This is an optimization exercise on Yosys and OpenROAD, whose aim is small area, a short achievable clock period and few clock cycles, not a production implementation.
RTL that was checked went through simulation tests only; none was proved equivalent to the original.
For runs 1 to 3, only the layout was checked, not whether the RTL still works.
Power figures rest on the tool's default switching activity, not on a simulated workload.

## config.mk

```make
export PLATFORM = sky130hd
export DESIGN_NAME = lightHashDES
export DESIGN_NICKNAME = lightHashDES
export VERILOG_FILES = /design/flow/design.v
export SDC_FILE = /design/flow/constraint.sdc
export NUM_CORES = 4
export LEC_CHECK = 0
export CAP_MARGIN = 20
export CORE_MARGIN = 2
export CORE_UTILIZATION = 40
export PLACE_DENSITY = 0.6
export SETUP_SLACK_MARGIN = 2.65
export SLEW_MARGIN = 20
```

## constraint.sdc

```tcl
create_clock -name core_clock -period 4.5 [get_ports {clk}]
set_input_delay 0.9000 -clock core_clock [delete_from_list [all_inputs] [get_ports {clk}]]
set_output_delay 0.9000 -clock core_clock [all_outputs]
set_load 0.01 [all_outputs]
```

## design.v

```verilog
module Sbox5 (
    input  [7 : 0] M,
    output a,
    output b,
    output p
);
localparam [15:0] A00 = 16'hd899, A01 = 16'hdb69, A10 = 16'h36b5, A11 = 16'h99e8;
localparam [15:0] B00 = 16'h3f66, B01 = 16'h24cf, B10 = 16'h3664, B11 = 16'hf9e8;
localparam [15:0] P00 = 16'he7ff, P01 = 16'hffa6, P10 = 16'h00d1, P11 = 16'h6000;
wire [3:0] e = {M[5], M[3], M[0], M[6]};
wire x = M[7] ^ M[2];
wire y = M[4] ^ M[1];
wire [3:0] av = {A11[e], A10[e], A01[e], A00[e]};
wire [3:0] bv = {B11[e], B10[e], B01[e], B00[e]};
wire [3:0] pv = {P11[e], P10[e], P01[e], P00[e]};
assign a = av[{x, y}];
assign b = bv[{x, y}];
assign p = pv[{x, y}];
endmodule
module Round (
    input o, no, A, nA, nAB, oA, noA, oB, noB, oAB, noAB,
    output [31 : 0] h_out
);
assign h_out[ 3: 0] = {nAB,  nAB,  nAB,  nAB };
assign h_out[ 7: 4] = {oAB,  oAB,  noAB, noAB};
assign h_out[11: 8] = {noB,  noA,  oB,   oA  };
assign h_out[15:12] = {oB,   A,    noB,  A   };
assign h_out[19:16] = {no,   o,    o,    no  };
assign h_out[23:20] = {no,   1'b1, o,    1'b1};
assign h_out[27:24] = {A,    noB,  A,    oB  };
assign h_out[31:28] = {nA,   oB,   nA,   noB };
endmodule
module HashIteration (
    input  [7 : 0] M,
    output         a,
    output         b,
    output         p
);
Sbox5 sbox(
    .M (M),
    .a (a),
    .b (b),
    .p (p)
);
endmodule
module lightHashDES(
        input clk,
        input M_valid,
        input rst_n,
        input [7 : 0] M,
        input [63 : 0] input_lenght,
        output reg hash_ready,
        output [31 : 0] digest
    );
reg busy;
reg pend;
reg [63:0] counter;
reg o, no, A, nA, nAB, oA, noA, oB, noB, oAB, noAB;
wire a, b, p;
HashIteration main(
    .M(M),
    .a(a),
    .b(b),
    .p(p)
);
Round expand(
    .o(o), .no(no), .A(A), .nA(nA), .nAB(nAB), .oA(oA), .noA(noA),
    .oB(oB), .noB(noB), .oAB(oAB), .noAB(noAB),
    .h_out(digest)
);
reg  [7:1]  blk_borrow;
wire [7:0]  borrow_in = {blk_borrow, pend};
wire [7:0]  blk_zero;
wire [63:0] low_zero;      
genvar i;
generate
    for (i = 0; i < 64; i = i + 1) begin : bit_
        if (i % 8 == 0) begin : first
            assign low_zero[i] = 1'b1;
        end else begin : rest
            assign low_zero[i] = ~|counter[i-1 : 8*(i/8)];
        end
    end
    for (i = 0; i < 8; i = i + 1) begin : blk
        assign blk_zero[i] = ~|counter[8*i +: 8];
    end
endgenerate
wire [63:0] toggle;
generate
    for (i = 0; i < 64; i = i + 1) begin : tog
        assign toggle[i] = borrow_in[i/8] & low_zero[i];
    end
endgenerate
wire start    = !busy && M_valid;
wire len_le1  = ~|input_lenght[63:1];
wire len_zero = len_le1 && !input_lenght[0];
wire at_two   = ~|counter[63:2] && counter[1] && (counter[0] == pend);
wire last     = busy && M_valid && at_two;
wire take     = M_valid && (busy || !len_zero);
always @(posedge clk or negedge rst_n) begin
    if (!rst_n) begin
        hash_ready <= 1'b0;
        busy <= 1'b0;
    end else if (start) begin
        hash_ready <= len_le1;
        busy <= !len_le1;
    end else if (last) begin
        hash_ready <= 1'b1;
        busy <= 1'b0;
    end
end
always @(posedge clk) begin
    pend <= busy && M_valid;
    blk_borrow <= {7{busy}} & borrow_in[6:0] & blk_zero[6:0];
    counter <= busy ? counter ^ toggle : input_lenght;
end
wire [10:0] k = start ? 11'b10101011010 : {noAB, oAB, noB, oB, noA, oA, nAB, nA, A, no, o};
wire [10:0] kt = k ^ {11{take}};
always @(posedge clk) begin
    o    <= kt[0];
    no   <= kt[1];
    A    <= a ? kt[2]  : k[2];
    nA   <= a ? kt[3]  : k[3];
    nAB  <= p ? kt[4]  : k[4];
    oA   <= a ? k[5]   : kt[5];
    noA  <= a ? k[6]   : kt[6];
    oB   <= b ? k[7]   : kt[7];
    noB  <= b ? k[8]   : kt[8];
    oAB  <= p ? k[9]   : kt[9];
    noAB <= p ? k[10]  : kt[10];
end
endmodule
```

## flow/run.sh

```bash
#!/bin/bash
set -euo pipefail
bash standard.sh "ADDER_MAP_FILE=" "BUFFER_PORTS_ARGS=-buffer_cell sky130_fd_sc_hd__buf_1" \
  "SYNTH_KEEP_MODULES=Sbox5" "CTS_ARGS=-sink_clustering_enable -repair_clock_nets -dont_use_dummy_load" finish > flow.log 2>&1
```

## standard.sh

```bash
#!/bin/bash
# synth_recipe.tcl (not shown) runs the flow's synth.tcl, then flattens the netlist and writes it again
# the make line also repeats each setting of config.mk as NAME=value (left out here)
make -C /OpenROAD-flow-scripts/flow DESIGN_CONFIG=/design/flow/config.mk WORK_HOME=/design/flow/orfs CLKGATE_MAP_FILE= SYNTH_SCRIPT=/design/flow/synth_recipe.tcl "${@:-finish}"
```

==> reports/metrics.csv, run 1 <==
metric,value,unit
setup TNS,0,ns
Most used DFF post-synth,dfxtp_1,
async set-or-reset flop fraction in the synthesized netlist,2.35,%
DR vias/cell,5.31,
max reg flops,64,
Max-cap violations,0,
clock sinks,85,
DRT iter0 DRCs,181,
Final Cycle Share,48.8,%
biggest regs,"counter x64, blk_borrow x7",
number of enable flip-flop cells after synthesis,0,
hold slack final,0.339,ns
I/O Buffers,105,
Worst-Margin Slew,0.670,ns
share of post-route cells with drive strength above 1,13.8,%
final worst slack,2.30,ns
pwr/cell area,460,nW/um^2
Skew-Pair Late Insertion Delay,0.35,ns
arrival time at the worst endpoint,2.43,ns
router iterations before antenna repair,4,
total track usage,18.9,%
Final setup viols,0,
CTS H-tree lvls,3,
crit path max fanout,6,
Yosys top cell by area,dfxtp_1,
largest net degree at the start of global routing,102,
Root Driver,clkbuf_8,
Initial Utilization,40.5,%
Max Clk Rate,455,MHz
outcome,"complete, no violations",
Mapped Cells,544,
Setup WS pre-CTS,1.67,ns
first-pass GRT wire length,17500,um
Ports,108,
initial antenna violation count,0,
Final Hold Viols,0,
Antenna diodes,0,
element type at the critical path end,flop,
CTS buffer count,9,
Layout Cells excl Fill,757,
minimum clock period,2.20,ns
# rows,38,
multi-input logic area,2570,um^2
Slew HR,55.3,%
Max Root-Sink Buffers,2,
worst vdd ir,163,uV
synth warn,1,
Netlist cell types,58,
Reg2Reg Setup Slack,2.51,ns
Post-DP Area,4730,um^2
Total Die Area,11700,um^2
Final Max Slew Viols,0,
Final HPWL DP,7920,um
Post-DRT Antenna Nets,0,
Worst Path Required,4.73,ns
CP Launch Type,primary input,
Final GP Congestion,0.862,
post-synthesis register bit count,85,
sequential area share after synthesis,39.3,%
NumNets Final,694,
Post-synth top cells,"nor2_1 (90), dfxtp_1 (83), a21oi_1 (56)",
ranking of synthesized cells by area,"dfxtp_1 (38%), nor2_1 (7.8%), a21oi_1 (6.4%)",
total power,2.40,mW
reg2reg path depth,5,
# fillers,1095,
Clock transition at path regs,0.06,ns
CTS tree,yes,
wire length per cell,14.9,um
core area,10700,um^2
HP Class,primary input to asynchronous set/reset pin,
DR vias,4019,
vias in the first global route,3706,
Crit Path Class,primary input to flop,
die width,108,um
Finished Cell Area,5210,um^2
grt ovf,0,
largest register by flop count,counter,
cts hold-fix bufs,0,
Die Span Y,108,um
drt total wl,11300,um
register area,1730,um^2
Lkg Pwr,1.79,nW
# DRC,0,
mapped cell area,4360,um^2
Layout area overhead,19.7,%
"count leader, synth",nor2_1,
Final Util,48.5,%
syn avg cell area,8.01,um^2
post-synth top area share,38.1,%
Placed Instances,736,
Worst Skew,0.0235,ns
RSZ-0062 raised after global routing,true,
==> power breakdown <==
group          switching, mW  leakage [nW]  total [mW]  internal [mW]
Clock                  0.240        0.0647       0.420          0.179
Combinational          0.357          1.01       0.694          0.337
Sequential             0.272         0.717        1.29           1.01
==> final cells by class <==
class,instances,area share [%]
Multi-Input combinational cell,392,49.2
Sequential cell,85,33.1
Tap cell,140,3.36
Timing Repair Buffer,118,11.0
Clock buffer,9,2.38
Inverter,13,0.936
==> cell families (layout without fill, tap and decap cells) <==
| family | count (synthesis) | after routing | synth area share (%) |
|---|---|---|---|
| other cells | 1 | 2 | 0.0861 |
| mux | 2 | 2 | 0.460 |
| compound gates | 129 | 129 | 17.9 |
| xor+xnor | 47 | 47 | 9.97 |
| simple gates | 211 | 212 | 23.5 |
| buf+inv | 69 | 140 | 8.79 |
| flops | 85 | 85 | 39.3 |
==> timing repair <==
item | in CTS | in global routing
endpoints found under the hold margin | 0 | 0
cloned | 2 | 0
pin swaps | 17 | 14
endpoints found under the setup margin | 49 | 38
buffers inserted | 8 | 2
gates resized for setup | 46 | 25
==> routing by layer <==
| layer | wire length (um) | share of wire, % | GRT usage [%] | vias up |
|---|---|---|---|---|
| met4 | 143 | 1.3 | 5.49 | 0 |
| li1 | - | - | - | 2033 |
| met2 | 5640 | 50 | 32.9 | 78 |
| met3 | 489 | 4.3 | 4.82 | 12 |
| met5 | 0 | 0 | 0 | - |
| met1 | 4980 | 44 | 23.0 | 1896 |
==> critical path, cell delays in order <==
cell and delay [ns]:
buf_1 0.09, nor4_2 0.35, nand4_1 0.20, nor4_4 0.41, nand2_2 0.20, a32o_1 0.27
==> worst paths after layout <==
kind,startpoint,endpoint
min,rst_n,busy$_DFFE_PN0P_
min reg2reg,counter[31]$_DFF_P_,blk_borrow[4]$_DFF_P_
min in group core_clock,counter[31]$_DFF_P_,blk_borrow[4]$_DFF_P_
max in group asynchronous,rst_n,busy$_DFFE_PN0P_
max,input_lenght[44],oB$_DFF_P_
max reg2reg,counter[7]$_DFF_P_,busy$_DFFE_PN0P_
==> cell usage in the layout (no fill, tap or decap), types with 3 or more instances in the layout <==
master / count
o21a_1: 7
nor2b_1: 6
clkbuf_8: 9
buf_6: 7
inv_1: 12
xor2_1: 16
a31oi_1: 19
nand3b_1: 3
nand2_2: 3
o21ai_0: 19
buf_1: 88
nor4_4: 9
buf_2: 8
nor3_1: 10
nand4_1: 9
nor2_1: 89
nor4_1: 12
nand2b_1: 6
a21oi_1: 56
xnor2_1: 27
a32o_1: 3
buf_4: 11
nor3_2: 3
nand3_1: 9
nand2_1: 28
nor4_2: 8
dfxtp_2: 6
dfxtp_1: 76
o21ai_1: 4
==> per-module statistics from Yosys (local to each module, per instance) <==
| module | flip-flops and latches | cells |
|---|---|---|
| Sbox5 | 0 | 54 |
| lightHashDES | 85 | 490 |
==> run 2: changes to the inputs <==
==> flow/run.sh (replaced) <==
#!/bin/bash
set -euo pipefail
bash standard.sh "ADDER_MAP_FILE=" "BUFFER_PORTS_ARGS=-buffer_cell sky130_fd_sc_hd__buf_1" \
  "CTS_ARGS=-sink_clustering_enable -repair_clock_nets -dont_use_dummy_load" finish > flow.log 2>&1
==> run 2 against run 1 <==
  * Core utilization is 0.34 points lower
  * Flip-flop and latch count stayed put
  * Clock-buffer cell count stayed put
  * Highest routed layer unchanged
  * Global-route usage is 0.26 points lower
  * Worst hold slack worse by 0.0024 ns
  * Power is 1.1% higher
  * Final cell count is 3.3% lower
  * Area after synthesis is 1.5% lower
  * Non-clock buffer count is 6 lower
  * Largest cell class unchanged
  * Die area is 1.4% lower
  * Wire length is 8.3% lower
  * Critical path type unchanged
==> reports/metrics.csv, run 2 <==
metric,value,unit
initial antenna violation count,0,
CP Launch Type,primary input,
Antenna diodes,0,
die width,108,um
Skew-Pair Late Insertion Delay,0.35,ns
post-synth top area share,38.7,%
setup TNS,0,ns
Slew HR,56.2,%
Ports,108,
DR vias/cell,5.16,
Yosys top cell by area,dfxtp_1,
Mapped Cells,530,
RSZ-0062 raised after global routing,true,
arrival time at the worst endpoint,2.50,ns
Worst Path Required,4.71,ns
largest register by flop count,counter,
Final Cycle Share,50.7,%
Lkg Pwr,1.71,nW
Worst Skew,0.0249,ns
CTS buffer count,9,
Placed Instances,717,
CTS tree,yes,
Final Max Slew Viols,0,
reg2reg path depth,4,
total track usage,18.6,%
wire length per cell,14.1,um
max reg flops,64,
# DRC,0,
# rows,37,
Max-cap violations,0,
Post-DRT Antenna Nets,0,
Setup WS pre-CTS,1.43,ns
vias in the first global route,3462,
Total Die Area,11600,um^2
sequential area share after synthesis,39.9,%
NumNets Final,673,
Max Clk Rate,438,MHz
final worst slack,2.22,ns
first-pass GRT wire length,17000,um
Worst-Margin Slew,0.652,ns
Crit Path Class,primary input to flop,
Max Root-Sink Buffers,2,
Layout area overhead,16.4,%
"count leader, synth",nor2_1,
crit path max fanout,6,
clock sinks,85,
CTS H-tree lvls,3,
ranking of synthesized cells by area,"dfxtp_1 (39%), nor2_1 (8.0%), xnor2_1 (7.6%)",
element type at the critical path end,flop,
Post-synth top cells,"nor2_1 (92), dfxtp_1 (83), a21oi_1 (50)",
Layout Cells excl Fill,732,
Final GP Congestion,0.795,
mapped cell area,4290,um^2
Die Span Y,108,um
outcome,"complete, no violations",
syn avg cell area,8.10,um^2
minimum clock period,2.28,ns
router iterations before antenna repair,5,
post-synthesis register bit count,85,
Final HPWL DP,7690,um
Most used DFF post-synth,dfxtp_1,
HP Class,primary input to asynchronous set/reset pin,
worst vdd ir,170,uV
number of enable flip-flop cells after synthesis,0,
largest net degree at the start of global routing,77,
"commonest non-fill, non-tap cell in the layout",buf_1,
Netlist cell types,45,
cts hold-fix bufs,0,
Initial Utilization,41.4,%
share of post-route cells with drive strength above 1,9.56,%
Root Driver,clkbuf_8,
grt ovf,0,
most frequent cells in the layout,"buf_1 (94), nor2_1 (91), dfxtp_1 (83)",
DRT iter0 DRCs,181,
# fillers,1053,
drt total wl,10300,um
I/O Buffers,105,
biggest regs,"counter x64, blk_borrow x7",
Final setup viols,0,
core area,10400,um^2
Final Hold Viols,0,
pwr/cell area,485,nW/um^2
async set-or-reset flop fraction in the synthesized netlist,2.35,%
synth warn,1,
DR vias,3780,
Clock transition at path regs,0.07,ns
==> run 2: per-stage QoR <==
stage                     area, um^2  hold WS [ns]  power (mW)  util [%]
after floorplan                 4410         0.447        1.93         -
after global placement          4630         0.470        1.96      44.7
after detailed placement        4630         0.468        1.99      44.7
after CTS                       4920         0.322        2.43      47.4
after global routing            5000         0.321        2.61      48.2
final                           5000         0.336        2.43      48.2
==> run 2: area by class of cell <==
cell class / count / area, um^2 / share of cell area, %
multi-input combinational: 381 / 2450 / 49.1
sequential: 85 / 1720 / 34.3
timing repair buffer: 112 / 500 / 10.0
tap: 136 / 170 / 3.41
clock buffer: 9 / 124 / 2.48
inverter: 9 / 33.8 / 0.676
==> run 2: repair_timing <==
item | in CTS | in global routing
pin swaps | 8 | 3
cloned | 0 | 0
gates resized for setup | 25 | 12
endpoints found under the setup margin | 21 | 19
buffers inserted | 3 | 3
==> run 2: worst max-delay path: stages <==
cell and delay [ns]:
buf_1 0.13, nor4_4 0.36, nand4_1 0.20, nor4_4 0.44
a21boi_4 0.15, nor4b_4 0.16, xnor2_1 0.15
==> run 2: power by group <==
| group | switching, mW | internal, mW |
|---|---|---|
| logic | 0.389 | 0.355 |
| clock network | 0.238 | 0.179 |
| registers | 0.237 | 1.03 |
==> run 2: kinds of logic (layout without fill, tap and decap cells) <==
logic type / after synthesis / in the layout / synth area share (%)
simple gates: 209 / 209 / 23.8
compound gates: 110 / 110 / 15.2
flops: 85 / 85 / 39.9
buf+inv: 65 / 130 / 8.75
xor+xnor: 60 / 60 / 12.2
other cells: 1 / 2 / 0.0874
==> run 2: routing by layer <==
layer,global-route usage (%),vias up,wire length [um]
li1,-,1947,-
met1,27.3,1734,5000
met2,27.0,86,4590
met3,3.93,13,542
met4,6.32,0,180
met5,0,-,0
==> run 2: worst paths after layout <==
check                                    endpoint                start  slack, ns
setup reg to reg                       oB$_DFF_P_     busy$_DFFE_PN0P_       2.53
hold reg to reg               counter[60]$_DFF_P_  counter[60]$_DFF_P_       0.48
hold / removal             hash_ready$_DFFE_PN0P_                rst_n       0.34
min in group core_clock       counter[60]$_DFF_P_  counter[60]$_DFF_P_       0.48
max in group asynchronous        busy$_DFFE_PN0P_                rst_n       4.02
setup / recovery                        A$_DFF_P_      input_lenght[4]       2.22
==> run 3: changes to the inputs <==
--- a/design.v
+++ b/design.v
@@ -55,5 +55,9 @@
 reg busy;
 reg pend;
-reg [63:0] counter;
+reg [7:0] low;
+reg [55:0] up;
+reg [5:0]  phase;
+reg        req;    
+reg        bor;    
 reg o, no, A, nA, nAB, oA, noA, oB, noB, oAB, noAB;
 wire a, b, p;
@@ -69,31 +73,21 @@
     .h_out(digest)
 );
-reg  [7:1]  blk_borrow;
-wire [7:0]  borrow_in = {blk_borrow, pend};
-wire [7:0]  blk_zero;
-wire [63:0] low_zero;      
+wire [7:0] low_zero;       
 genvar i;
 generate
-    for (i = 0; i < 64; i = i + 1) begin : bit_
-        if (i % 8 == 0) begin : first
+    for (i = 0; i < 8; i = i + 1) begin : bit_
+        if (i == 0) begin : first
             assign low_zero[i] = 1'b1;
         end else begin : rest
-            assign low_zero[i] = ~|counter[i-1 : 8*(i/8)];
+            assign low_zero[i] = ~|low[i-1 : 0];
         end
     end
-    for (i = 0; i < 8; i = i + 1) begin : blk
-        assign blk_zero[i] = ~|counter[8*i +: 8];
-    end
 endgenerate
-wire [63:0] toggle;
-generate
-    for (i = 0; i < 64; i = i + 1) begin : tog
-        assign toggle[i] = borrow_in[i/8] & low_zero[i];
-    end
-endgenerate
+wire phase0  = phase == 6'd0;
+wire bor_eff = phase0 ? req : bor;
 wire start    = !busy && M_valid;
 wire len_le1  = ~|input_lenght[63:1];
 wire len_zero = len_le1 && !input_lenght[0];
-wire at_two   = ~|counter[63:2] && counter[1] && (counter[0] == pend);
+wire at_two   = ~|up && ~|low[7:2] && low[1] && (low[0] == pend);
 wire last     = busy && M_valid && at_two;
 wire take     = M_valid && (busy || !len_zero);
@@ -112,6 +106,9 @@
 always @(posedge clk) begin
     pend <= busy && M_valid;
-    blk_borrow <= {7{busy}} & borrow_in[6:0] & blk_zero[6:0];
-    counter <= busy ? counter ^ toggle : input_lenght;
+    low <= busy ? low ^ ({8{pend}} & low_zero) : input_lenght[7:0];
+    up <= busy ? {up[0] ^ bor_eff, up[55:1]} : input_lenght[63:8];
+    phase <= (busy && phase != 6'd55) ? phase + 6'd1 : 6'd0;
+    req <= busy && ((pend && low == 8'd0) || (req && !phase0));
+    bor <= busy && bor_eff && !up[0];
 end
 wire [10:0] k = start ? 11'b10101011010 : {noAB, oAB, noB, oB, noA, oA, nAB, nA, A, no, o};
==> run 3 against run 2 <==
  * First-iteration DRC count is 45% lower
  * Sequential power increased by 3%
  * Die area down 10%
==> reports/metrics.csv, run 3 <==
metric,value,unit
first-pass GRT wire length,13700,um
vias in the first global route,2802,
Final HPWL DP,6390,um
RSZ-0062 raised after global routing,true,
Yosys top cell by area,dfxtp_1,
mux share of post-synthesis cell area,16.9,%
element type at the critical path end,flop,
switching power,0.790,mW
Worst Path Required,4.78,ns
Max Root-Sink Buffers,2,
grt peak-use layer,met2,
Post-Synth Simple-Gate Area,16.8,%
drt total wl,8720,um
wire length per cell,14.8,um
DRT iter0 DRCs,100,
ranking of synthesized cells by area,"dfxtp_1 (44%), mux2_2 (16%), buf_4 (6.2%)",
max reg flops,56,
initial antenna violation count,0,
Root Driver,clkbuf_8,
Int Power,1.67,mW
CTS tree,yes,
"count leader, synth",dfxtp_1,
post-synth top area share,43.7,%
Final Cycle Share,46.8,%
Final setup viols,0,
Setup WS pre-CTS,1.62,ns
grt ovf,0,
Adder-Cell Fraction of Synth Area,0.260,%
largest register by flop count,up,
Post-synth top cells,"dfxtp_1 (84), mux2_2 (56), buf_4 (32), nor4_1 (32), nor2_1 (21)",
Clock transition at path regs,0.08,ns
mapped cell area,3840,um^2
Comb power frac,30.8,%
Antenna diodes,0,
clock share of power,16.6,%
minimum clock period,2.11,ns
"commonest non-fill, non-tap cell in the layout",dfxtp_1,
async set-or-reset flop fraction in the synthesized netlist,2.33,%
setup TNS,0,ns
# DRC,0,
post-synthesis register bit count,86,
number of enable flip-flop cells after synthesis,0,
HP Class,primary input to asynchronous set/reset pin,
Layout Cells excl Fill,588,
Worst Skew,0.0176,ns
share of post-route cells with drive strength above 1,31.4,%
Die Span Y,102,um
CP Launch Type,primary input,
largest net degree at the start of global routing,49,
final worst slack,2.39,ns
NumNets Final,536,
Ports,108,
met2 Use GR,27.6,%
Final Hold Viols,0,
Placed Instances,566,
Max Clk Rate,474,MHz
sequential share of power,52.6,%
die width,102,um
xor-xnor portion of the synthesized cell area,6.35,%
Most used DFF post-synth,dfxtp_1,
Final Util,51.4,%
Final Max Slew Viols,0,
Sw Share,32.1,%
hold slack final,0.338,ns
Layout area overhead,24.2,%
arrival time at the worst endpoint,2.39,ns
M1 GR Usage,21.7,%
Total Die Area,10400,um^2
Lkg Pwr,1.74,nW
CTS H-tree lvls,3,
Mapped Cells,378,
cts hold-fix bufs,0,
crit path max fanout,3,
most frequent cells in the layout,"dfxtp_1 (80), buf_1 (78), mux2_2 (56)",
worst vdd ir,267,uV
Max-cap violations,0,
CTS buffer count,9,
router iterations before antenna repair,4,
# rows,35,
Skew-Pair Late Insertion Delay,0.35,ns
Crit Path Class,primary input to flop,
register area,1740,um^2
sequential area share after synthesis,45.0,%
Post-DRT Antenna Nets,0,
Netlist cell types,47,
DR vias,3036,
Initial Utilization,41.4,%
outcome,"complete, no violations",
syn avg cell area,10.2,um^2
multi-input logic area,2120,um^2
pwr/cell area,516,nW/um^2
Final GP Congestion,0.763,
core area,9280,um^2
I/O Buffers,105,
met3 Use GR,6.22,%
synth warn,1,
# fillers,899,
clock sinks,86,
DR vias/cell,5.16,
total track usage,17.0,%
largest family of logic cells by synthesized area,multiplexers,
biggest regs,"up x56, low x8, phase x6",
Synth Area in Compound Gates,6.35,%
-- run 3: cell count changes after synthesis, moves of 12 or more --
| cell | previous run | this run |
|---|---|---|
| mux2_2 | 0 | 56 |
| a21oi_1 | 50 | 8 |
| nor3_1 | 18 | 5 |
| xor2_1 | 23 | 8 |
| nor2_1 | 92 | 21 |
| xnor2_1 | 37 | 18 |
| o21ai_0 | 18 | 6 |
-- run 3: logic make-up after synthesis --
logic type	Yosys count
other	1
AOI/OAI and AO/OA	37
DFF	86
buffers and inverters	51
and+or+nand+nor	117
adders and majority gates	1
xor gates and xnor gates	27
muxes	58
-- run 3: worst max-delay path, stage by stage --
cell	delay (ns)
buf_4	0.15
xor2_4	0.19
buf_6	0.12
maj3_1	0.37
nor4_2	0.27
a31oi_2	0.09
a21boi_4	0.17
xnor2_1	0.13
-- run 3: final timing paths --
path / endpoint / slack, ns / start / cells past startpoint
setup / recovery: oB$_DFF_P_ / 2.39 / M[2] / 8
hold / removal: hash_ready$_DFFE_PN0P_ / 0.34 / rst_n / 1
setup reg to reg: busy$_DFFE_PN0P_ / 2.79 / up[14]$_DFF_P_ / 5
hold reg to reg: up[48]$_DFF_P_ / 0.47 / up[49]$_DFF_P_ / 1
max in group asynchronous: busy$_DFFE_PN0P_ / 4.02 / rst_n / 1
min in group core_clock: up[48]$_DFF_P_ / 0.47 / up[49]$_DFF_P_ / 1
-- run 3: layout make-up --
| cell class | count | share of cell area, % |
|---|---|---|
| multi-input combinational | 242 | 44.3 |
| sequential | 86 | 36.4 |
| timing repair buffer | 119 | 13.0 |
| tap | 129 | 3.38 |
| clock buffer | 9 | 2.59 |
| inverter | 3 | 0.236 |
-- run 3: stage by stage --
| step | instance area [um^2] | power [mW] |
|---|---|---|
| CTS | 4590 | 2.45 |
| floorplan | 3970 | 1.95 |
| global route | 4780 | 2.65 |
| global placement | 4220 | 1.99 |
| detailed placement | 4220 | 2.01 |
| finish | 4780 | 2.46 |
-- run 3: power by group through the flow --
stage          registers (mW)  logic [mW]  clock network, mW
3_3_place_gp             1.30       0.686                  0
5_1_grt                  1.34       0.847              0.459
2_1_floorplan            1.24       0.708                  0
3_5_place_dp             1.31       0.698                  0
6_report                 1.30       0.759              0.408
4_1_cts                  1.30       0.730              0.422
-- run 3: routing by layer --
| metal | routed length (um) | vias to the layer above |
|---|---|---|
| li1 | - | 1487 |
| met1 | 3800 | 1444 |
| met2 | 4230 | 94 |
| met3 | 580 | 11 |
| met4 | 112 | 0 |
| met5 | 0 | - |
-- run 3: timing repair --
action                                  CTS  global route
buffers inserted                          8             5
endpoints found under the setup margin   42            62
cloned                                    0             0
resized for setup                        44            47
pin swaps                                15            23
==> run 4: changes to the inputs <==
--- a/design.v
+++ b/design.v
@@ -30,4 +30,22 @@
 assign h_out[27:24] = {A,    noB,  A,    oB  };
 assign h_out[31:28] = {nA,   oB,   nA,   noB };
+endmodule
+module LenCheck (
+    input  [63 : 0] len,
+    output          le1,
+    output          zero
+);
+wire [31:0] n1 = ~(len[63:32] | len[31:0]);
+wire [15:0] n2 = n1[31:16] & n1[15:0];
+wire [7:0]  n3 = n2[15:8] & n2[7:0];
+wire [3:0]  n4 = n3[7:4] & n3[3:0];
+wire [1:0]  n5 = n4[3:2] & n4[1:0];
+wire [31:0] m1 = {n1[31:1], ~len[32]};
+wire [15:0] m2 = m1[31:16] & m1[15:0];
+wire [7:0]  m3 = m2[15:8] & m2[7:0];
+wire [3:0]  m4 = m3[7:4] & m3[3:0];
+wire [1:0]  m5 = m4[3:2] & m4[1:0];
+assign zero = n5[1] & n5[0];
+assign le1  = m5[1] & m5[0];
 endmodule
 module HashIteration (
@@ -87,9 +105,12 @@
 wire bor_eff = phase0 ? req : bor;
 wire start    = !busy && M_valid;
-wire len_le1  = ~|input_lenght[63:1];
-wire len_zero = len_le1 && !input_lenght[0];
+wire len_le1, len_zero;
+LenCheck len_check(
+    .len(input_lenght),
+    .le1(len_le1),
+    .zero(len_zero)
+);
 wire at_two   = ~|up && ~|low[7:2] && low[1] && (low[0] == pend);
 wire last     = busy && M_valid && at_two;
-wire take     = M_valid && (busy || !len_zero);
 always @(posedge clk or negedge rst_n) begin
     if (!rst_n) begin
@@ -112,18 +133,22 @@
     bor <= busy && bor_eff && !up[0];
 end
-wire [10:0] k = start ? 11'b10101011010 : {noAB, oAB, noB, oB, noA, oA, nAB, nA, A, no, o};
-wire [10:0] kt = k ^ {11{take}};
+wire [10:0] c  = 11'b10101011010;
+wire [10:0] k  = start ? c : {noAB, oAB, noB, oB, noA, oA, nAB, nA, A, no, o};
+wire [10:0] kt = k ^ {11{M_valid}};
+wire        zs = start && len_zero;
+wire [10:0] nx;
+assign nx[0]  = kt[0];
+assign nx[1]  = kt[1];
+assign nx[2]  = a ? kt[2]  : k[2];
+assign nx[3]  = a ? kt[3]  : k[3];
+assign nx[4]  = p ? kt[4]  : k[4];
+assign nx[5]  = a ? k[5]   : kt[5];
+assign nx[6]  = a ? k[6]   : kt[6];
+assign nx[7]  = b ? k[7]   : kt[7];
+assign nx[8]  = b ? k[8]   : kt[8];
+assign nx[9]  = p ? k[9]   : kt[9];
+assign nx[10] = p ? k[10]  : kt[10];
 always @(posedge clk) begin
-    o    <= kt[0];
-    no   <= kt[1];
-    A    <= a ? kt[2]  : k[2];
-    nA   <= a ? kt[3]  : k[3];
-    nAB  <= p ? kt[4]  : k[4];
-    oA   <= a ? k[5]   : kt[5];
-    noA  <= a ? k[6]   : kt[6];
-    oB   <= b ? k[7]   : kt[7];
-    noB  <= b ? k[8]   : kt[8];
-    oAB  <= p ? k[9]   : kt[9];
-    noAB <= p ? k[10]  : kt[10];
+    {noAB, oAB, noB, oB, noA, oA, nAB, nA, A, no, o} <= zs ? c : nx;
 end
 endmodule
==> flow/run.sh (replaced) <==
#!/bin/bash
set -euo pipefail
bash standard.sh "ADDER_MAP_FILE=" "BUFFER_PORTS_ARGS=-buffer_cell sky130_fd_sc_hd__buf_1" \
  "SYNTH_KEEP_MODULES=Sbox5 LenCheck" "CTS_ARGS=-sink_clustering_enable -repair_clock_nets -dont_use_dummy_load" finish > flow.log 2>&1
==> run 4 against run 3 <==
  * Worst setup slack worse by 0.27 ns
  * Synthesized cell count up 5.0%
  * Clock skew up 0.0077 ns
  * Still clean on timing, DRC and antenna
  * Critical endpoint is now oAB$_SDFF_PP0_
  * Highest routed layer unchanged
==> reports/metrics.csv, run 4 <==
metric,value,unit
grt ovf,0,
Placed Instances,586,
DR vias,3176,
die width,104,um
Lkg Pwr,1.76,nW
Post-synth top cells,"dfxtp_1 (84), mux2_2 (56), buf_4 (32)",
core area,9680,um^2
Max Clk Rate,420,MHz
crit path max fanout,6,
HP Class,primary input to asynchronous set/reset pin,
Slew HR,65.4,%
grt peak-use layer,met2,
max reg flops,56,
Mapped Cells,397,
most frequent cells in the layout,"buf_1 (87), dfxtp_1 (78), mux2_2 (55)",
initial antenna violation count,0,
total track usage,18.2,%
arrival time at the worst endpoint,2.64,ns
I/O Buffers,105,
CP Launch Type,primary input,
clock sinks,86,
Antenna diodes,0,
DR vias/cell,5.27,
switching power,0.582,mW
ranking of synthesized cells by area,"dfxtp_1 (42%), mux2_2 (16%), buf_4 (6.0%)",
Final Cycle Share,52.9,%
first-pass GRT wire length,15500,um
CTS H-tree lvls,3,
biggest regs,"up x56, low x8, phase x6",
"slowest stage delay, CP",0.37,ns
Total Die Area,10700,um^2
syn avg cell area,10.0,um^2
Most used DFF post-synth,dfxtp_1,
minimum clock period,2.38,ns
Netlist cell types,55,
Comb power frac,25.2,%
Ports,108,
"Cell Chain, Critical Path","buf_1, nor4_2, nand4_1, nor4_4, nor2b_4, nor2_4, o21bai_1, a32o_1",
NumNets Final,547,
share of post-route cells with drive strength above 1,27.7,%
RSZ-0062 raised after global routing,true,
sequential area share after synthesis,43.6,%
mapped cell area,3970,um^2
vias in the first global route,3057,
Clock transition at path regs,0.09,ns
Die Span Y,104,um
# DRC,0,
Initial Utilization,41.0,%
CTS tree,yes,
wire length per cell,16.4,um
cts hold-fix bufs,0,
Worst-Margin Slew,0.514,ns
Max-cap violations,0,
total power,1.86,mW
router iterations before antenna repair,4,
Final Hold Viols,0,
Layout area overhead,19.5,%
Worst Skew,0.0253,ns
number of enable flip-flop cells after synthesis,0,
Final GP Congestion,0.869,
"commonest non-fill, non-tap cell in the layout",buf_1,
Final HPWL DP,7270,um
Final Max Slew Viols,0,
CTS buffer count,9,
Worst Path Required,4.76,ns
post-synth top area share,42.3,%
Layout Cells excl Fill,603,
Root Driver,clkbuf_8,
Finished Cell Area,4750,um^2
DRT iter0 DRCs,117,
met2 Use GR,29.6,%
Worst path slowest cell,nor4_4,
met3 Use GR,4.22,%
Yosys top cell by area,dfxtp_1,
Post-DP Area,4280,um^2
pwr/cell area,393,nW/um^2
Final setup viols,0,
"count leader, synth",dfxtp_1,
synth warn,1,
# rows,36,
worst vdd ir,169,uV
sequential share of power,52.6,%
drt total wl,9890,um
largest register by flop count,up,
Skew-Pair Late Insertion Delay,0.35,ns
Max Root-Sink Buffers,2,
post-synthesis register bit count,86,
setup TNS,0,ns
Sw Share,31.2,%
async set-or-reset flop fraction in the synthesized netlist,2.33,%
Post-DRT Antenna Nets,0,
outcome,"complete, no violations",
M1 GR Usage,24.5,%
element type at the critical path end,flop,
Int Power,1.28,mW
clock share of power,22.3,%
Crit Path Class,primary input to flop,
largest net degree at the start of global routing,43,
run 4: Yosys stat by module, one instance, submodules excluded:
module | cells | flops+latches
LenCheck | 22 | 0
Sbox5 | 54 | 0
lightHashDES | 321 | 86
run 4: worst max-delay path: cells and delay by family:
| family | cells | cell delay, ns |
|---|---|---|
| compound gates | 2 | 0.44 |
| simple gates | 5 | 1.19 |
| buf+inv | 1 | 0.11 |
run 4: metrics by stage:
stage                     setup slack [ns]  utilization, %  hold slack, ns
after floorplan                       2.08               -           0.444
after global placement                1.56            44.2           0.458
after detailed placement              1.56            44.2           0.466
after CTS                             2.12            47.3           0.308
after global routing                  2.05            49.0           0.306
final                                 2.12            49.0           0.320
run 4: what timing repair did:
item | 4_1_cts | 5_1_grt
setup endpoints to repair | 56 | 27
setup buffers | 5 | 2
resized for setup | 30 | 48
pin swaps | 7 | 18
cloned | 1 | 0
run 4: cell families after synthesis:
logic type | Yosys count | share of synthesized area [%]
mux | 59 | 16.6
buf+inv | 59 | 8.88
simple gates | 111 | 15.7
xor+xnor | 13 | 3.43
other cells | 1 | 0.0944
compound gates | 68 | 11.7
flops | 86 | 43.6
run 4: final cells by class:
type | instances | area [um^2]
flip-flops and latches | 86 | 1740
well taps | 133 | 166
inverters | 7 | 26.3
repair buffers | 114 | 559
multi-input cells | 254 | 2130
clock buffers | 9 | 124
fillers | 930 | 4940
run 4: path summary, 6_finish.rpt:
check                      slack (ns)        startpoint  cells after the start               end
max in group asynchronous        4.02             rst_n                      1  busy$_DFFE_PN0P_
max                              2.12  input_lenght[10]                      8    oAB$_SDFF_PP0_
min                              0.32             rst_n                      1  busy$_DFFE_PN0P_
max reg2reg                      2.49  busy$_DFFE_PN0P_                      4  busy$_DFFE_PN0P_
min in group core_clock          0.48      o$_SDFF_PP0_                      2      o$_SDFF_PP0_
min reg2reg                      0.48      o$_SDFF_PP0_                      2      o$_SDFF_PP0_
run 4: metal layers:
layer,part of all wire (%),routed length [um],vias to the layer above
met1,47,4640,1508
met4,1.2,114,0
met5,0,0,-
li1,-,-,1558
met3,4.7,462,13
met2,47,4670,97
run 4: power by group through the flow:
stage	Sequential [mW]	Clock [mW]	Combinational (mW)
floorplan	0.966	0	0.438
global placement	0.985	0	0.429
detailed placement	0.992	0	0.434
CTS	0.978	0.420	0.448
global route	0.999	0.457	0.512
finish	0.980	0.415	0.469
Testbench counts of run 4, summed over its fixed seeds: cycles 29,177.
==> run 5: changes to the inputs <==
==> flow/run.sh (replaced) <==
#!/bin/bash
set -euo pipefail
bash standard.sh "ADDER_MAP_FILE=" "BUFFER_PORTS_ARGS=-buffer_cell sky130_fd_sc_hd__buf_1" \
  "CTS_ARGS=-sink_clustering_enable -repair_clock_nets -dont_use_dummy_load" finish > flow.log 2>&1
==> run 5 against run 4 <==
  * Still clean on timing, DRC and antenna
  * Global-route usage decreased by 1.2 points
  * Register-to-register slack better by 0.23 ns
  * Cell area down 0.47%
  * Synthesized cell count increased by 1.3%
  * Sequential power grew about 30%
  * Core utilization is essentially flat
  * Fmax is 13% higher
  * Critical path depth stayed put
  * Clock power grew 1%
  * Combinational power is 54% higher
  * Via count fell by 2.0%
  * Non-clock buffer count unchanged
==> reports/metrics.csv, run 5 <==
metric,value,unit
"CP delay by family, top",simple AND/OR/NAND/NOR gates,
hold slack final,0.318,ns
final worst slack,2.39,ns
largest register by flop count,up,
mux share of post-synthesis cell area,18.3,%
largest family of logic cells by synthesized area,multiplexers,
Final setup viols,0,
"commonest non-fill, non-tap cell in the layout",buf_1,
Ports,108,
Yosys top cell by area,dfxtp_1,
Netlist cell types,49,
I/O Buffers,105,
# fillers,949,
Crit Path Class,primary input to flop,
Final Max Slew Viols,0,
Mapped Cells,402,
router iterations before antenna repair,4,
DR vias,3114,
CP Launch Type,primary input,
Antenna diodes,0,
syn avg cell area,9.77,um^2
arrival time at the worst endpoint,2.37,ns
outcome,"complete, no violations",
CTS tree,yes,
drt total wl,8810,um
total track usage,17.0,%
die width,103,um
vias in the first global route,2939,
Finished Cell Area,4720,um^2
Lkg Pwr,1.75,nW
Initial Utilization,40.7,%
async set-or-reset flop fraction in the synthesized netlist,2.33,%
Adder-Cell Fraction of Synth Area,0,%
Reg2Reg Setup Slack,2.72,ns
Post-DP Area,4260,um^2
"Cell Chain, Critical Path","buf_8, nor4_4, nand4_1, nor4_4, and2_4, buf_12, nor2_1, mux2i_1",
"slowest stage delay, CP",0.36,ns
# rows,36,
Critical R2R Capture,noB$_SDFF_PP1_,
core area,9640,um^2
NumNets Final,555,
setup TNS,0,ns
minimum clock period,2.11,ns
mapped cell area,3930,um^2
Synth Area in Compound Gates,7.87,%
Final Cycle Share,46.9,%
DRT iter0 DRCs,110,
Max-cap violations,0,
element type at the critical path end,flop,
Final HPWL DP,6520,um
post-synthesis register bit count,86,
Clock transition at path regs,0.08,ns
max reg flops,56,
Max Clk Rate,474,MHz
Total Die Area,10600,um^2
Final Hold Viols,0,
biggest regs,"up x56, low x8, phase x6",
Worst-Margin Slew,0.850,ns
number of enable flip-flop cells after synthesis,0,
sequential area share after synthesis,44.1,%
"count leader, synth",dfxtp_1,
multi-input logic area,2140,um^2
Max Root-Sink Buffers,2,
clock sinks,86,
synth warn,1,
initial antenna violation count,0,
Root Driver,clkbuf_8,
most frequent cells in the layout,"buf_1 (84), dfxtp_1 (78), mux2_2 (56)",
Post-DRT Antenna Nets,0,
Critical R2R Launch,busy$_DFFE_PN0P_,
Slew HR,43.3,%
grt ovf,0,
cts hold-fix bufs,0,
post-synth top area share,42.8,%
CTS buffer count,9,
register area,1740,um^2
Post-Synth Simple-Gate Area,18.1,%
Die Span Y,103,um
reg2reg path depth,7,
Layout area overhead,20.3,%
DR vias/cell,5.10,
worst path buffer plus inverter count,2,
Post-synth top cells,"dfxtp_1 (84), mux2_2 (56), nor2_1 (33)",
xor-xnor portion of the synthesized cell area,3.12,%
CTS H-tree lvls,3,
Worst path slowest cell,nor4_4,
share of post-route cells with drive strength above 1,29.1,%
wire length per cell,14.4,um
HP Class,primary input to asynchronous set/reset pin,
# DRC,0,
Final GP Congestion,0.779,
crit path max fanout,5,
ranking of synthesized cells by area,"dfxtp_1 (43%), mux2_2 (16%), buf_4 (6.1%)",
worst vdd ir,251,uV
RSZ-0062 raised after global routing,true,
CP dominant cell by count,nor4_4,
largest net degree at the start of global routing,74,
Most used DFF post-synth,dfxtp_1,
Worst Skew,0.0166,ns
Setup WS pre-CTS,1.67,ns
first-pass GRT wire length,13900,um
pwr/cell area,511,nW/um^2
Worst Path Required,4.76,ns
Skew-Pair Late Insertion Delay,0.36,ns
## run 5: worst register-to-register path, cell delays in order (launching register included)
cell,delay (ns)
dfrtp_2,0.42
clkinv_1,0.26
nand2_1,0.36
nor2_1,0.14
and2_4,0.19
buf_12,0.13
nor2_1,0.09
mux2i_1,0.07
## run 5: logic make-up (layout without fill, tap and decap cells)
kind of cell | after synthesis | count (layout)
simple gates | 135 | 135
buf+inv | 52 | 126
other cells | 1 | 2
compound gates | 49 | 49
xor+xnor | 14 | 15
mux | 65 | 65
flops | 86 | 86
## run 5: routing by layer
metal	vias up	global-route usage [%]	share of wire (%)
li1	1560	-	-
met1	1455	20.5	43
met2	90	29.7	50
met3	9	4.27	5.7
met4	0	5.77	1.2
met5	-	0	0
## run 5: timing repair
item | in CTS | in global routing
setup buffers | 7 | 1
cloned | 1 | 0
endpoints found under the setup margin | 17 | 35
gates resized for setup | 51 | 22
pin swaps | 20 | 10
## run 5: per-stage QoR
stage	total power [mW]	util (%)	instances
after global routing	2.59	49.0	611
after detailed placement	1.97	44.2	593
final	2.41	49.0	611
after CTS	2.42	48.5	610
after global placement	1.94	44.2	593
after floorplan	1.89	-	403
## run 5: how the worst max path moves through the flow
stage	startpoint	depth (start not counted)	slack (ns)	end
3_5_place_dp	input_lenght[23]	7	1.67	nAB$_SDFF_PP1_
5_1_grt	input_lenght[25]	8	2.30	nA$_SDFF_PP1_
2_1_floorplan	input_lenght[55]	7	2.34	nAB$_SDFF_PP1_
4_1_cts	input_lenght[9]	7	2.38	nAB$_SDFF_PP1_
3_3_place_gp	input_lenght[23]	7	1.71	nAB$_SDFF_PP1_
6_report	input_lenght[25]	8	2.39	noB$_SDFF_PP1_
## run 5: power by group
group          switching (mW)  internal (mW)
logic                   0.346          0.376
clock network           0.240          0.179
registers               0.203           1.07
## run 5: cell type report
type	count	area share (%)
multi-input cells	266	45.3
flip-flops and latches	86	36.8
repair buffers	114	11.5
well taps	133	3.52
clock buffers	9	2.62
inverters	3	0.238

## port drivers added, routing unchanged
Ports are ideal in the flow. The routed layouts listed here were re-timed in OpenROAD.
Step 1 sets driving cells, clkbuf_16 on the clock port and buf_2 on the other inputs (assumed; they add their load-dependent delay and slew).
Step 2 times the ports against the registers' clock, not the clock port: input delays grow and output delays shrink by t, the midpoint of the rising clock arrivals with the driver on.
Three values: ideal ports, drivers, drivers and shift; two values: the first two.
run | t (ns) | slack for setup (ns) | worst slew at a driven data input, ns | cell pins on the clock port's net
run 1 | 0.373 | 2.302 / 2.307 / 1.933 | 0.05 | 1
run 2 | 0.372 | 2.217 / 2.221 / 1.848 | 0.05 | 1
run 3 | 0.371 | 2.392 / 2.392 / 2.021 | 0.05 | 1
run 4 | 0.374 | 2.118 / 2.127 / 1.752 | 0.05 | 1
run 5 | 0.377 | 2.389 / 2.380 / 2.003 | 0.05 | 1
After both steps setup and hold are still met in every run listed. For run 5, which loses most, drivers alone change the setup slack by -0.009 ns; drivers and shift together by -0.386 ns.
